Source: an optimization exercise on an open RTL-to-GDS flow (aim: small area). Production flows keep margins and buffers that such runs may drop. The RTL was checked by simulation tests, not by an equivalence proof against the original design.

## flow/design.v (module list and top-level ports; edited modules follow where they fit)
// module fir_filter: 941 lines
// module fir_fa: 6 lines
module fir_filter(clk,reset,data_in,data_out);
  // ...
==> flow/flow/run.sh <==
#!/bin/bash
set -euo pipefail
export CTS_ARGS="-sink_clustering_enable -repair_clock_nets -buf_list sky130_fd_sc_hd__clkbuf_8 -dont_use_dummy_load"
bash standard.sh > standard_flow.log 2>&1
==> flow/standard.sh <==
#!/bin/bash
# synth_recipe.tcl (not shown) runs the flow's synth.tcl, then flattens the netlist and writes it again
# the make line also repeats each setting of config.mk as NAME=value (left out here)
make -C /OpenROAD-flow-scripts/flow DESIGN_CONFIG=/design/flow/config.mk WORK_HOME=/design/flow/orfs CLKGATE_MAP_FILE= SYNTH_SCRIPT=/design/flow/synth_recipe.tcl "${@:-finish}"
==> flow/config.mk <==
export PLATFORM = sky130hd
export DESIGN_NAME = fir_filter
export DESIGN_NICKNAME = fir_filter
export VERILOG_FILES = /design/flow/design.v
export SDC_FILE = /design/flow/constraint.sdc
export NUM_CORES = 4
export LEC_CHECK = 0
export CAP_MARGIN = 20
export CORE_MARGIN = 2
export CORE_UTILIZATION = 60
export CTS_BUF_LIST = sky130_fd_sc_hd__clkbuf_8
export SLEW_MARGIN = 20
export SYNTH_HIERARCHICAL = 1
==> flow/constraint.sdc <==
create_clock -name core_clock -period 13.0 [get_ports {clk}]
set_input_delay 2.6000 -clock core_clock [delete_from_list [all_inputs] [get_ports {clk}]]
set_output_delay 2.6000 -clock core_clock [all_outputs]
set_load 0.01 [all_outputs]
==> flow_metrics.tcl, run 1 <==
set metrics [dict create \
    status "finished clean" \
    gp_congestion 0.959 \
    synthXorXnorAreaFrac 0.00677 \
    wl_met2_um 12900 \
    ys_seq_area_frac 0.279 \
    buffer_area_frac 0.0354 \
    synth_top_family_by_area "adder cells" \
    grt_overflow 0 \
    yosys.area_share.simple 0.00329 \
    core_um2 21100 \
    fin_tns_setup_ns 0 \
    placedCellCount 1048 \
    synthCells 719 \
    seq_cells 144 \
    inv_count 92 \
    worst-path-max-fanout 7 \
    met1_length_um 12400 \
    die_area_um2 22800 \
    routed-via-count 5910 \
    cts_setup_buffers 0 \
    yosys_warnings 7 \
    tightest_slew_ns 0.972 \
    synth_most_common_cell "fa_1" \
    multi_input_area_um2 8980 \
    holdPathEnd "x4[0]$_DFF_PP0_" \
    synth_common_cells "fa_1 (418), dfrtp_1 (144), inv_1 (92)" \
    multi_input_area_share 0.641 \
    area.growth.synth_to_final_pct 8.31 \
    syn-num-nets 1181 \
    synth_top_area_frac 0.647 \
    drc 0 \
]
==> inputs of run 2 (changes only) <==
--- a/flow/config.mk
+++ b/flow/config.mk
@@ -8,6 +8,6 @@
 export CAP_MARGIN = 20
 export CORE_MARGIN = 2
 export CORE_UTILIZATION = 60
-export CTS_BUF_LIST = sky130_fd_sc_hd__clkbuf_8
+export GPL_TIMING_DRIVEN = 0
 export SLEW_MARGIN = 20
 export SYNTH_HIERARCHICAL = 1
==> flow_metrics.tcl, run 2 <==
set metrics [dict create \
    status "finished clean" \
    clk_latency_ns 0.46 \
    ys_ff_latch 144 \
    synthXorXnorAreaFrac 0.00677 \
    placedCellCount 1028 \
    area.growth.synth_to_final_pct 7.36 \
    yosysTopAreaCell "fa_1" \
    met3_length_um 1230 \
    detail_route.iter0.violations 273 \
    hp-class "reg -> reg" \
    drc 0 \
    placedInstanceArea_um2 13600 \
    cts_tree "yes" \
    fin_tns_setup_ns 0 \
    crit_type "reg -> reg" \
    cap_violations 0 \
    yosys.area_share.simple 0.00329 \
    max_stage_delay_ns 0.79 \
    routed.top_layer "met4" \
    grt_max_degree 111 \
    synth_fa_ha_area_frac 0.678 \
    cts_buffers 17 \
    antenna_found_initial 0 \
    wl_um 24800 \
    hpwlAfterDp_um 21800 \
    wl_per_cell_um 23.8 \
    ios 34 \
    ys_types 21 \
    grt_overflow 0 \
    finClkSkew_ns 0.0386 \
    ys.flop_type "dfrtp_1" \
    multi_input_area_um2 9000 \
    critPathArrivalTime_ns 12.66 \
    synth_top_area_frac 0.647 \
    setup_viol 0 \
    relSlewSlack 0.507 \
    cpMaxStageDelayCell "fa_1" \
    antenna_left 0 \
    cp-end-kind "flip-flop" \
    async_flop_share 1.00 \
    ctsLongestPathBuffers 2 \
    cp.depth 34 \
    cts_num_sinks 144 \
    crit_path_frequent_cell "fa_1" \
    gp_congestion 0.890 \
    num_rows 53 \
    grt_pass1_vias 7214 \
    rsz0062_at_grt "false" \
    final_area_um2 13900 \
    fp.dieH_um 151 \
    synth_top_family_by_area "adder cells" \
    die_area_um2 22800 \
    fin_crit_sh 0.948 \
    synthesis.area_um2 12900 \
    port-buffer-count 33 \
    yosys_warnings 7 \
    antenna_cells 0 \
    setup_slack_ns 0.679 \
    start_util 0.614 \
    syn-num-nets 1181 \
    fillers 1476 \
    synth-compound-area-share 0.00348 \
    path_buf_inv 3 \
    drtPass1Iterations 4 \
    synth-edff-count 0 \
    hold_viol 0 \
    slew_violations 0 \
    post-place-ws_ns 0.245 \
    path_clk_slew_ns 0.08 \
    final_nets 1233 \
    worst-r2r-cell-count 34 \
    synth_most_common_cell "fa_1" \
    synth_area_leaders "fa_1 (65%), dfrtp_1 (28%), inv_1 (2.7%), ha_1 (2.5%), xnor2_1 (0.54%)" \
    fp.dieW_um 151 \
    vias_per_cell 5.53 \
    core_um2 21100 \
    fin_cells 1044 \
    period_needed_ns 12.32 \
    cts_setup_buffers 0 \
    synth_common_cells "fa_1 (418), dfrtp_1 (144), inv_1 (92)" \
    synthCells 719 \
    final_cell_mix "fa_1 (414), dfrtp_1 (144), inv_1 (91)" \
    h-tree-depth 4 \
    routed-via-count 5776 \
    final_common_cell "fa_1" \
    syn_avg_cell_area_um2 18.0 \
    clock-root-buffer "clkbuf_8" \
    cp-start-kind "flip-flop" \
    min_path_cells 0 \
    worst-path-max-fanout 7 \
    crit_required_ns 13.34 \
    whs_ns 0.387 \
    seq_area_um2 3600 \
    fmax_mhz 81.2 \
    wl_met2_um 12500 \
    synth.area.mux_share 0.00319 \
    ys_seq_area_frac 0.279 \
    met1_length_um 10800 \
    grt_usage 0.256 \
    tightest_slew_ns 0.738 \
    drive_gt1_frac 0.0377 \
    cpLargestDelayFamily "adder cells" \
    grt_pass1_wl_um 40200 \
]
## run 2: cell counts after synthesis
Identical to the previous run, type by type.
## run 2: metrics by stage
stage / utilization
2_1_floorplan: -
3_3_place_gp: 0.645
3_5_place_dp: 0.647
4_1_cts: 0.658
5_1_grt: 0.659
6_report: 0.659
## run 2: path summary, 6_finish.rpt
kind,from,to,slack (ns)
setup / recovery,x2[0]$_DFF_PP0_,data_out[15]$_DFF_PP0_,0.68
hold reg to reg,x1[0]$_DFF_PP0_,x2[0]$_DFF_PP0_,0.39
min in group asynchronous,reset,x3[4]$_DFF_PP0_,2.49
max in group asynchronous,reset,data_out[13]$_DFF_PP0_,9.67
setup reg to reg,x2[0]$_DFF_PP0_,data_out[15]$_DFF_PP0_,0.68
hold / removal,x1[0]$_DFF_PP0_,x2[0]$_DFF_PP0_,0.39
## run 2: cells by family (layout without fill, tap and decap cells)
kind of cell | Yosys count | after routing
adders and majority gates | 451 | 451
and+or+nand+nor | 10 | 10
AOI/OAI and AO/OA | 7 | 7
buffers and inverters | 93 | 143
muxes | 4 | 4
DFF | 144 | 144
xor gates and xnor gates | 10 | 10
## run 2: Yosys stat by module (local to each module, per instance)
module / flip-flops and latches / cells inside / area [um2]
fir_fa: 0 / 1 / 20.0
fir_filter: 144 / 301 / 4570
## run 2: worst register-to-register path, delay by kind of cell, from the launching register on
family,cells,cell delay (ns)
buffers and inverters,3,0.15
xor gates and xnor gates,2,0.31
adders and majority gates,28,11.12
muxes,1,0.26
DFF,1,0.40
## run 2: final cells by class
cell class,instances,share of cell area
multi-input combinational,482,0.648
clock buffer,17,0.0168
sequential,144,0.259
timing repair buffer,34,0.0258
tap,275,0.0248
inverter,92,0.0254
## run 2: repair_timing
action                     in CTS  in global routing
setup endpoints to repair       0                  4
hold buffers                    0                  0
resized for setup               0                  5
## run 2: layer usage
metal  track usage  up-vias
li1              -     2232
met1         0.394     3408
met2         0.402      116
met3        0.0473       20
met4        0.0505        0
met5             0        -
==> inputs of run 3 (changes only) <==
==> flow/run.sh (new file) <==
#!/bin/bash
# synth_recipe.tcl (not shown) runs the flow's synth.tcl, then flattens the netlist and writes it again
# the make line also repeats each setting of config.mk as NAME=value (left out here)
make -C /OpenROAD-flow-scripts/flow DESIGN_CONFIG=/design/flow/config.mk WORK_HOME=/design/flow/orfs CLKGATE_MAP_FILE= SYNTH_SCRIPT=/design/flow/synth_recipe.tcl finish
--- a/flow/config.mk
+++ b/flow/config.mk
@@ -8,6 +8,8 @@
 export CAP_MARGIN = 20
 export CORE_MARGIN = 2
 export CORE_UTILIZATION = 60
-export GPL_TIMING_DRIVEN = 0
+export CTS_BUF_LIST = sky130_fd_sc_hd__clkbuf_16
+export CTS_CLUSTER_DIAMETER = 150
+export CTS_CLUSTER_SIZE = 40
 export SLEW_MARGIN = 20
 export SYNTH_HIERARCHICAL = 1
removed: flow/flow/run.sh
removed: flow/standard.sh
==> flow_metrics.tcl, run 3 <==
set metrics [dict create \
    status "finished clean" \
    final_common_cell "fa_1" \
    grt_pass1_vias 7450 \
    ys_ff_latch 144 \
    cap_violations 0 \
    synth_area_leaders "fa_1 (65%), dfrtp_1 (28%), inv_1 (2.7%), ha_1 (2.5%), xnor2_1 (0.54%)" \
    hp-class "reg -> reg" \
    ys_types 21 \
    cts_setup_buffers 0 \
    placedInstanceArea_um2 13800 \
    drc 0 \
    antenna_cells 0 \
    port-buffer-count 33 \
    fin_tns_setup_ns 0 \
    hold_buffers 0 \
    crit_path_frequent_cell "fa_1" \
    period_needed_ns 12.38 \
    clk_latency_ns 0.43 \
    antenna_found_initial 0 \
    grt_pass1_wl_um 44200 \
    wl_um 28000 \
    relSlewSlack 0.359 \
    grt_max_degree 80 \
    fmax_mhz 80.8 \
    yosysTopAreaCell "fa_1" \
    post-route-util 0.683 \
    core_um2 21100 \
    cpMaxStageDelayCell "fa_1" \
    cts_tree "yes" \
    grt_usage 0.284 \
    h-tree-depth 4 \
    fp.dieH_um 151 \
    ys.flop_type "dfrtp_1" \
    ctsResizeCount 0 \
    cp-end-kind "flip-flop" \
    ios 34 \
    yosys_warnings 7 \
    cts_buffers 17 \
    drive_gt1_frac 0.0745 \
    worst-path-max-fanout 7 \
    ys_seq_area_frac 0.279 \
    synth_common_cells "fa_1 (418), dfrtp_1 (144), inv_1 (92)" \
    drtPass1Iterations 4 \
    final_nets 1254 \
    routed-via-count 6041 \
    synthesis.area_um2 12900 \
    num_rows 53 \
    rsz0062_at_grt "false" \
    max_stage_delay_ns 0.59 \
    crit_required_ns 13.35 \
    tightest_slew_ns 0.962 \
    hold_viol 0 \
    gp_congestion 0.959 \
    final_area_um2 14400 \
    path_buf_inv 3 \
    cpLargestDelayFamily "adder cells" \
    fin_crit_sh 0.952 \
    crit_type "reg -> reg" \
    start_util 0.614 \
    path_clk_slew_ns 0.07 \
    ctsLongestPathBuffers 2 \
    syn-num-nets 1181 \
    critPathArrivalTime_ns 12.72 \
    grt_overflow 0 \
    vias_per_cell 5.59 \
    die_area_um2 22800 \
    synth-edff-count 0 \
    wl_per_cell_um 26.0 \
    synthCells 719 \
    slew_violations 0 \
    hpwlAfterDp_um 24800 \
    cts_num_sinks 144 \
    cp-start-kind "flip-flop" \
    async_flop_share 1.00 \
    final_cell_mix "fa_1 (418), dfrtp_1 (144), inv_1 (91)" \
    setup_viol 0 \
    clock-root-buffer "clkbuf_16" \
    detail_route.iter0.violations 381 \
    syn_avg_cell_area_um2 18.0 \
    area.growth.synth_to_final_pct 11.2 \
    synth_top_area_frac 0.647 \
    fp.dieW_um 151 \
    antenna_left 0 \
    finClkSkew_ns 0.0152 \
    synth_most_common_cell "fa_1" \
]
-- run 3: layer usage --
| metal | share of wire | up-vias | track usage |
|---|---|---|---|
| li1 | - | 2288 | - |
| met1 | 0.44 | 3532 | 0.452 |
| met2 | 0.47 | 205 | 0.413 |
| met3 | 0.079 | 16 | 0.0747 |
| met4 | 0.011 | 0 | 0.0533 |
| met5 | 0 | - | 0 |
-- run 3: worst register-to-register path, delay by kind of cell, from the launching register on --
family,cells,cell delay (ns)
buf+inv,3,0.18
flops,1,0.41
fa+ha+maj,28,11.16
mux,1,0.27
xor+xnor,2,0.29
-- run 3: cell families after synthesis --
kind of cell / share of synthesized area
AO/OA/AOI/OAI: 0.00348
adder cells (fa/ha/maj): 0.678
XOR/XNOR: 0.00677
buffers and inverters: 0.0270
multiplexers: 0.00319
AND/OR/NAND/NOR: 0.00329
flip-flops: 0.279
-- run 3: layout make-up --
type	count	area (um2)
clock buffers	17	425
clock inverters	15	189
fillers	1415	6700
flip-flops and latches	144	3600
repair buffers	55	495
inverters	92	350
multi-input cells	482	8980
well taps	275	344
-- run 3: Yosys stat by module, one instance, submodules excluded --
module | flops+latches | cells inside
fir_fa | 0 | 1
fir_filter | 144 | 301
-- run 3: final timing paths --
check	start	to	slack, ns	cells past startpoint
setup reg to reg	x6[0]$_DFF_PP0_	data_out[15]$_DFF_PP0_	0.62	34
max in group asynchronous	reset	data_out[1]$_DFF_PP0_	9.02	3
setup / recovery	x6[0]$_DFF_PP0_	data_out[15]$_DFF_PP0_	0.62	34
hold / removal	x3[0]$_DFF_PP0_	x4[0]$_DFF_PP0_	0.39	0
min in group asynchronous	reset	x0[5]$_DFF_PP0_	2.60	2
hold reg to reg	x3[0]$_DFF_PP0_	x4[0]$_DFF_PP0_	0.39	0
-- run 3: stage by stage --
step | hold slack, ns | cells | worst slack [ns]
6_report | 0.388 | 1080 | 0.625
5_1_grt | 0.411 | 1080 | 0.243
3_3_place_gp | 0.363 | 1048 | 0.837
4_1_cts | 0.384 | 1080 | 0.527
2_1_floorplan | 0.357 | 719 | 1.04
3_5_place_dp | 0.371 | 1048 | 0.584
==> inputs of run 4 (changes only) <==
==> flow/flow/run.sh (new file) <==
#!/bin/bash
set -euo pipefail
export CTS_ARGS="-sink_clustering_enable -repair_clock_nets -buf_list sky130_fd_sc_hd__clkbuf_8 -sink_clustering_size 24 -sink_clustering_max_diameter 150 -dont_use_dummy_load"
bash standard.sh > standard_flow.log 2>&1
==> flow/standard.sh (new file) <==
#!/bin/bash
# synth_recipe.tcl (not shown) runs the flow's synth.tcl, then flattens the netlist and writes it again
# the make line also repeats each setting of config.mk as NAME=value (left out here)
make -C /OpenROAD-flow-scripts/flow DESIGN_CONFIG=/design/flow/config.mk WORK_HOME=/design/flow/orfs CLKGATE_MAP_FILE= SYNTH_SCRIPT=/design/flow/synth_recipe.tcl "${@:-finish}"
--- a/flow/config.mk
+++ b/flow/config.mk
@@ -8,8 +8,6 @@
 export CAP_MARGIN = 20
 export CORE_MARGIN = 2
 export CORE_UTILIZATION = 60
-export CTS_BUF_LIST = sky130_fd_sc_hd__clkbuf_16
-export CTS_CLUSTER_DIAMETER = 150
-export CTS_CLUSTER_SIZE = 40
+export GPL_TIMING_DRIVEN = 0
 export SLEW_MARGIN = 20
 export SYNTH_HIERARCHICAL = 1
removed: flow/run.sh
==> flow_metrics.tcl, run 4 <==
set metrics [dict create \
    wl_per_cell_um 23.8 \
    ys_ff_latch 144 \
    gp_congestion 0.890 \
    clock-root-buffer "clkbuf_8" \
    synth_common_cells "fa_1 (418), dfrtp_1 (144), inv_1 (92)" \
    hpwlAfterDp_um 21800 \
    cpMaxStageDelayCell "fa_1" \
    vias_per_cell 5.53 \
    met1_length_um 10800 \
    ys.flop_type "dfrtp_1" \
    h-tree-depth 4 \
    final_area_um2 13900 \
    crit_type "reg -> reg" \
    drc 0 \
    fin_cells 1044 \
    tightest_slew_ns 0.738 \
    synth-compound-area-share 0.00348 \
    finClkSkew_ns 0.0386 \
    crit_required_ns 13.34 \
    placedInstanceArea_um2 13600 \
    cap_violations 0 \
    setup_viol 0 \
    core_um2 21100 \
    antenna_found_initial 0 \
    synth.area.mux_share 0.00319 \
    die_area_um2 22800 \
    r2r-start "x2[0]$_DFF_PP0_" \
    placedCellCount 1028 \
    routed-via-count 5776 \
    grt_pass1_vias 7214 \
    whs_ns 0.387 \
    worst-r2r-cell-count 34 \
    synth_top_area_frac 0.647 \
    synth_top_family_by_area "adder cells" \
    cts_setup_buffers 0 \
    final_nets 1233 \
    cts_buffers 17 \
    fin_tns_setup_ns 0 \
    detail_route.iter0.violations 273 \
    yosys.area_share.simple 0.00329 \
    hold_viol 0 \
    drive_gt1_frac 0.0377 \
    drtPass1Iterations 4 \
    synth_most_common_cell "fa_1" \
    r2r-end "data_out[15]$_DFF_PP0_" \
    antenna_left 0 \
    synthCells 719 \
    final_cell_mix "fa_1 (414), dfrtp_1 (144), inv_1 (91)" \
    cp-endpoint "data_out[15]$_DFF_PP0_" \
    startpoint "x2[0]$_DFF_PP0_" \
    start_util 0.614 \
    cp-start-kind "flip-flop" \
    grt_usage 0.256 \
    wl_um 24800 \
    final_common_cell "fa_1" \
    wl_met2_um 12500 \
    routed.top_layer "met4" \
    area.growth.synth_to_final_pct 7.36 \
    path_clk_slew_ns 0.08 \
    synth_fa_ha_area_frac 0.678 \
    r2r_slack_ns 0.68 \
    fp.dieW_um 151 \
    post-route-util 0.659 \
    antenna_cells 0 \
    grt_overflow 0 \
    met3_length_um 1230 \
    cts_num_sinks 144 \
    clk_latency_ns 0.46 \
    grt_pass1_wl_um 40200 \
    port-buffer-count 33 \
    synthesis.area_um2 12900 \
    async_flop_share 1.00 \
    yosysTopAreaCell "fa_1" \
    grt_max_degree 111 \
    rsz0062_at_grt "false" \
    cp-end-kind "flip-flop" \
    syn_avg_cell_area_um2 18.0 \
    fp.dieH_um 151 \
    ys_types 21 \
    synth-edff-count 0 \
    fillers 1476 \
    ctsResizeCount 0 \
    syn-num-nets 1181 \
    ys_seq_area_frac 0.279 \
    max_stage_delay_ns 0.79 \
    cts_tree "yes" \
    ctsLongestPathBuffers 2 \
    period_needed_ns 12.32 \
    hp-class "reg -> reg" \
    status "finished clean" \
    yosys_warnings 7 \
    crit_path_frequent_cell "fa_1" \
    slew_violations 0 \
    synthXorXnorAreaFrac 0.00677 \
    hold_buffers 0 \
    fin_crit_sh 0.948 \
    fmax_mhz 81.2 \
    multi_input_area_um2 9000 \
    relSlewSlack 0.507 \
    worst-path-max-fanout 7 \
    seq_area_um2 3600 \
    critPathArrivalTime_ns 12.66 \
    ios 34 \
    num_rows 53 \
    synth_area_leaders "fa_1 (65%), dfrtp_1 (28%), inv_1 (2.7%), ha_1 (2.5%), xnor2_1 (0.54%)" \
]
==> run 4: cell counts after synthesis <==
No cell type changed its count.
==> run 4: area by class of cell <==
cell class / count / area share
clock buffer: 17 / 0.0168
inverter: 92 / 0.0254
multi-input combinational: 482 / 0.648
sequential: 144 / 0.259
tap: 275 / 0.0248
timing repair buffer: 34 / 0.0258
==> run 4: how the worst min path moves through the flow <==
stage / start / to / slack, ns / cells after the start
after global placement: x6[0]$_DFF_PP0_ / x7[0]$_DFF_PP0_ / 0.37 / 0
after floorplan: x4[0]$_DFF_PP0_ / x5[0]$_DFF_PP0_ / 0.36 / 0
after CTS: x1[0]$_DFF_PP0_ / x2[0]$_DFF_PP0_ / 0.39 / 0
final: x1[0]$_DFF_PP0_ / x2[0]$_DFF_PP0_ / 0.39 / 0
after global routing: x1[0]$_DFF_PP0_ / x2[0]$_DFF_PP0_ / 0.40 / 0
after detailed placement: x1[0]$_DFF_PP0_ / x2[0]$_DFF_PP0_ / 0.37 / 0
==> run 4: logic make-up after synthesis <==
kind of cell,count (synthesis)
flops,144
fa+ha+maj,451
mux,4
compound gates,7
simple gates,10
buf+inv,93
xor+xnor,10
==> run 4: worst max-delay path, delay by kind of cell (launching register included) <==
family	cells	cell delay, ns
adder cells (fa/ha/maj)	28	11.11
flip-flops	1	0.40
XOR/XNOR	2	0.31
multiplexers	1	0.25
buffers and inverters	3	0.15
==> run 4: metrics by stage <==
stage	worst slack (ns)
floorplan	1.04
CTS	0.176
detailed placement	0.245
global route	0.0952
global placement	0.259
finish	0.679
==> run 4: metal layers <==
| metal | up-vias | track usage |
|---|---|---|
| met5 | - | 0 |
| met4 | 0 | 0.0505 |
| met3 | 20 | 0.0473 |
| met2 | 116 | 0.402 |
| met1 | 3408 | 0.394 |
| li1 | 2232 | - |
==> run 4: modules after synthesis (local to each module, per instance) <==
module      copies in the design  area (um2)  cells  flip-flops and latches
fir_fa                       418        20.0      1                       0
fir_filter                     1        4570    301                     144
==> inputs of run 5 (changes only) <==
==> flow/flow/run.sh (replaced) <==
#!/bin/bash
set -euo pipefail
export CTS_ARGS="-sink_clustering_enable -repair_clock_nets -buf_list sky130_fd_sc_hd__clkbuf_16 -sink_clustering_size 36 -sink_clustering_max_diameter 200 -dont_use_dummy_load"
bash standard.sh > standard_flow.log 2>&1
==> flow_metrics.tcl, run 5 <==
set metrics [dict create \
    ios 34 \
    period_needed_ns 12.38 \
    relSlewSlack 0.514 \
    core_um2 21100 \
    worst-path-max-fanout 7 \
    synthCells 719 \
    finClkSkew_ns 0.0294 \
    antenna_cells 0 \
    synth-edff-count 0 \
    final_common_cell "fa_1" \
    ys_types 21 \
    final_area_um2 14100 \
    hp-class "reg -> reg" \
    r2r_slack_ns 0.62 \
    cts_num_sinks 144 \
    ctsLongestPathBuffers 2 \
    seq_area_um2 3600 \
    die_area_um2 22800 \
    min-delay-start "x1[0]$_DFF_PP0_" \
    synth_most_common_cell "fa_1" \
    fp.dieW_um 151 \
    start_util 0.614 \
    crit_path_frequent_cell "fa_1" \
    antenna_found_initial 0 \
    async_flop_share 1.00 \
    grt_pass1_wl_um 40500 \
    synthesis.area_um2 12900 \
    hold_buffers 0 \
    post-route-util 0.668 \
    cpMaxStageDelayCell "fa_1" \
    fin_crit_sh 0.952 \
    gp_congestion 0.890 \
    fp.dieH_um 151 \
    num_rows 53 \
    whs_ns 0.384 \
    status "finished clean" \
    drive_gt1_frac 0.0377 \
    slew_violations 0 \
    final_cell_mix "fa_1 (413), dfrtp_1 (144), inv_1 (91)" \
    clk_latency_ns 0.42 \
    path_clk_slew_ns 0.06 \
    yosys_warnings 7 \
    cap_violations 0 \
    grt_pass1_vias 7258 \
    r2r-end "data_out[15]$_DFF_PP0_" \
    multi_input_area_um2 9000 \
    min_path_cells 0 \
    yosysTopAreaCell "fa_1" \
    clock-root-buffer "clkbuf_16" \
    synth_common_cells "fa_1 (418), dfrtp_1 (144), inv_1 (92)" \
    syn-num-nets 1181 \
    wl_per_cell_um 24.0 \
    rsz0062_at_grt "false" \
    vias_per_cell 5.51 \
    antenna_left 0 \
    critPathArrivalTime_ns 12.70 \
    crit_required_ns 13.32 \
    hold_viol 0 \
    cp-end-kind "flip-flop" \
    grt_overflow 0 \
    cts_tree "yes" \
    final_nets 1233 \
    ys_seq_area_frac 0.279 \
    synth_area_leaders "fa_1 (65%), dfrtp_1 (28%), inv_1 (2.7%), ha_1 (2.5%), xnor2_1 (0.54%)" \
    crit_type "reg -> reg" \
    fillers 1432 \
    drtPass1Iterations 4 \
    synth_top_area_frac 0.647 \
    fmax_mhz 80.8 \
    port-buffer-count 33 \
    cts_buffers 17 \
    setup_viol 0 \
    fin_tns_setup_ns 0 \
    fin_cells 1044 \
    grt_max_degree 111 \
    cp-start-kind "flip-flop" \
    placedCellCount 1028 \
    detail_route.iter0.violations 291 \
    wl_um 25000 \
    r2r-start "x2[0]$_DFF_PP0_" \
    hpwlAfterDp_um 21800 \
    worst-r2r-cell-count 34 \
    cts_setup_buffers 0 \
    ys_ff_latch 144 \
    placedInstanceArea_um2 13600 \
    routed-via-count 5757 \
    grt_usage 0.258 \
    area.growth.synth_to_final_pct 8.84 \
    holdPathEnd "x2[0]$_DFF_PP0_" \
    tightest_slew_ns 0.728 \
    drc 0 \
    syn_avg_cell_area_um2 18.0 \
    h-tree-depth 4 \
    ys.flop_type "dfrtp_1" \
    max_stage_delay_ns 0.81 \
]
## run 5: per-layer routing
metal,GRT usage,routed length [um]
met1,0.393,10900
met4,0.0537,340
met3,0.0458,1160
met2,0.407,12700
met5,0,0
## run 5: layout make-up
type,instances,share of cell area
clock buffer,17,0.0302
multi-input combinational,482,0.639
tap,275,0.0244
inverter,92,0.0251
sequential,144,0.256
timing repair buffer,34,0.0254
## run 5: through the flow
| stage | worst slack (ns) |
|---|---|
| 6_report | 0.623 |
| 5_1_grt | 0.0311 |
| 4_1_cts | 0.215 |
| 3_5_place_dp | 0.245 |
| 3_3_place_gp | 0.259 |
| 2_1_floorplan | 1.04 |
## run 5: timing repair
action | in CTS | in global routing
gates resized for setup | 0 | 5
setup endpoints to repair | 0 | 4
endpoints found under the hold margin | 0 | 0
## run 5: worst max-delay path, delay by kind of cell (launching register included)
family,cells,cell delay [ns]
adder cells (fa/ha/maj),28,11.17
flip-flops,1,0.39
XOR/XNOR,2,0.31
multiplexers,1,0.27
buffers and inverters,3,0.15
## run 5: per-module statistics from Yosys (local to each module, per instance)
module,copies in the design,cell area (um2)
fir_fa,418,20.0
fir_filter,1,4570
## run 5: cell families (layout without fill, tap and decap cells)
group | after synthesis | after routing | share of synthesized area
adders and majority gates | 451 | 451 | 0.678
DFF | 144 | 144 | 0.279
muxes | 4 | 4 | 0.00319
and+or+nand+nor | 10 | 10 | 0.00329
xor gates and xnor gates | 10 | 10 | 0.00677
buffers and inverters | 93 | 143 | 0.0270
AOI/OAI and AO/OA | 7 | 7 | 0.00348
## run 5: worst max-delay path by stage
stage | start | endpoint | slack, ns | depth (start not counted)
after floorplan | x1[0]$_DFF_PP0_ | data_out[15]$_DFF_PP0_ | 1.04 | 35
after global placement | x1[0]$_DFF_PP0_ | data_out[15]$_DFF_PP0_ | 0.26 | 35
after detailed placement | x1[0]$_DFF_PP0_ | data_out[15]$_DFF_PP0_ | 0.25 | 35
after CTS | x1[0]$_DFF_PP0_ | data_out[15]$_DFF_PP0_ | 0.21 | 35
after global routing | x1[0]$_DFF_PP0_ | data_out[15]$_DFF_PP0_ | 0.03 | 34
final | x2[0]$_DFF_PP0_ | data_out[15]$_DFF_PP0_ | 0.62 | 34

port drivers added, routing unchanged:
The results above use ideal ports. As a check the final layouts listed here were re-extracted and re-timed, cells and wires unchanged. Step 1 sets driving cells, clkbuf_16 on the clock port and buf_2 on the other inputs (assumed; they add their load-dependent delay and slew). Step 2 times the ports against the registers' clock, not the clock port: input delays grow and output delays shrink by t, the midpoint of the rising clock arrivals with the driver on. a / b / c = no drivers / after step 1 / after step 2; a / b = the first two.
run | t (ns) | slack for setup (ns) | worst setup path at the end | worst register clock-pin slew, ns
run 1 | 0.478 | 0.649 / 0.649 / 0.649 | register to register | 0.10 / 0.10
run 2 | 0.477 | 0.679 / 0.679 / 0.679 | register to register | 0.10 / 0.10
run 3 | 0.470 | 0.625 / 0.625 / 0.625 | register to register | 0.08 / 0.08
run 4 | 0.477 | 0.679 / 0.679 / 0.679 | register to register | 0.10 / 0.10
run 5 | 0.447 | 0.623 / 0.623 / 0.623 | register to register | 0.07 / 0.07
After both steps every run listed still meets setup and hold.
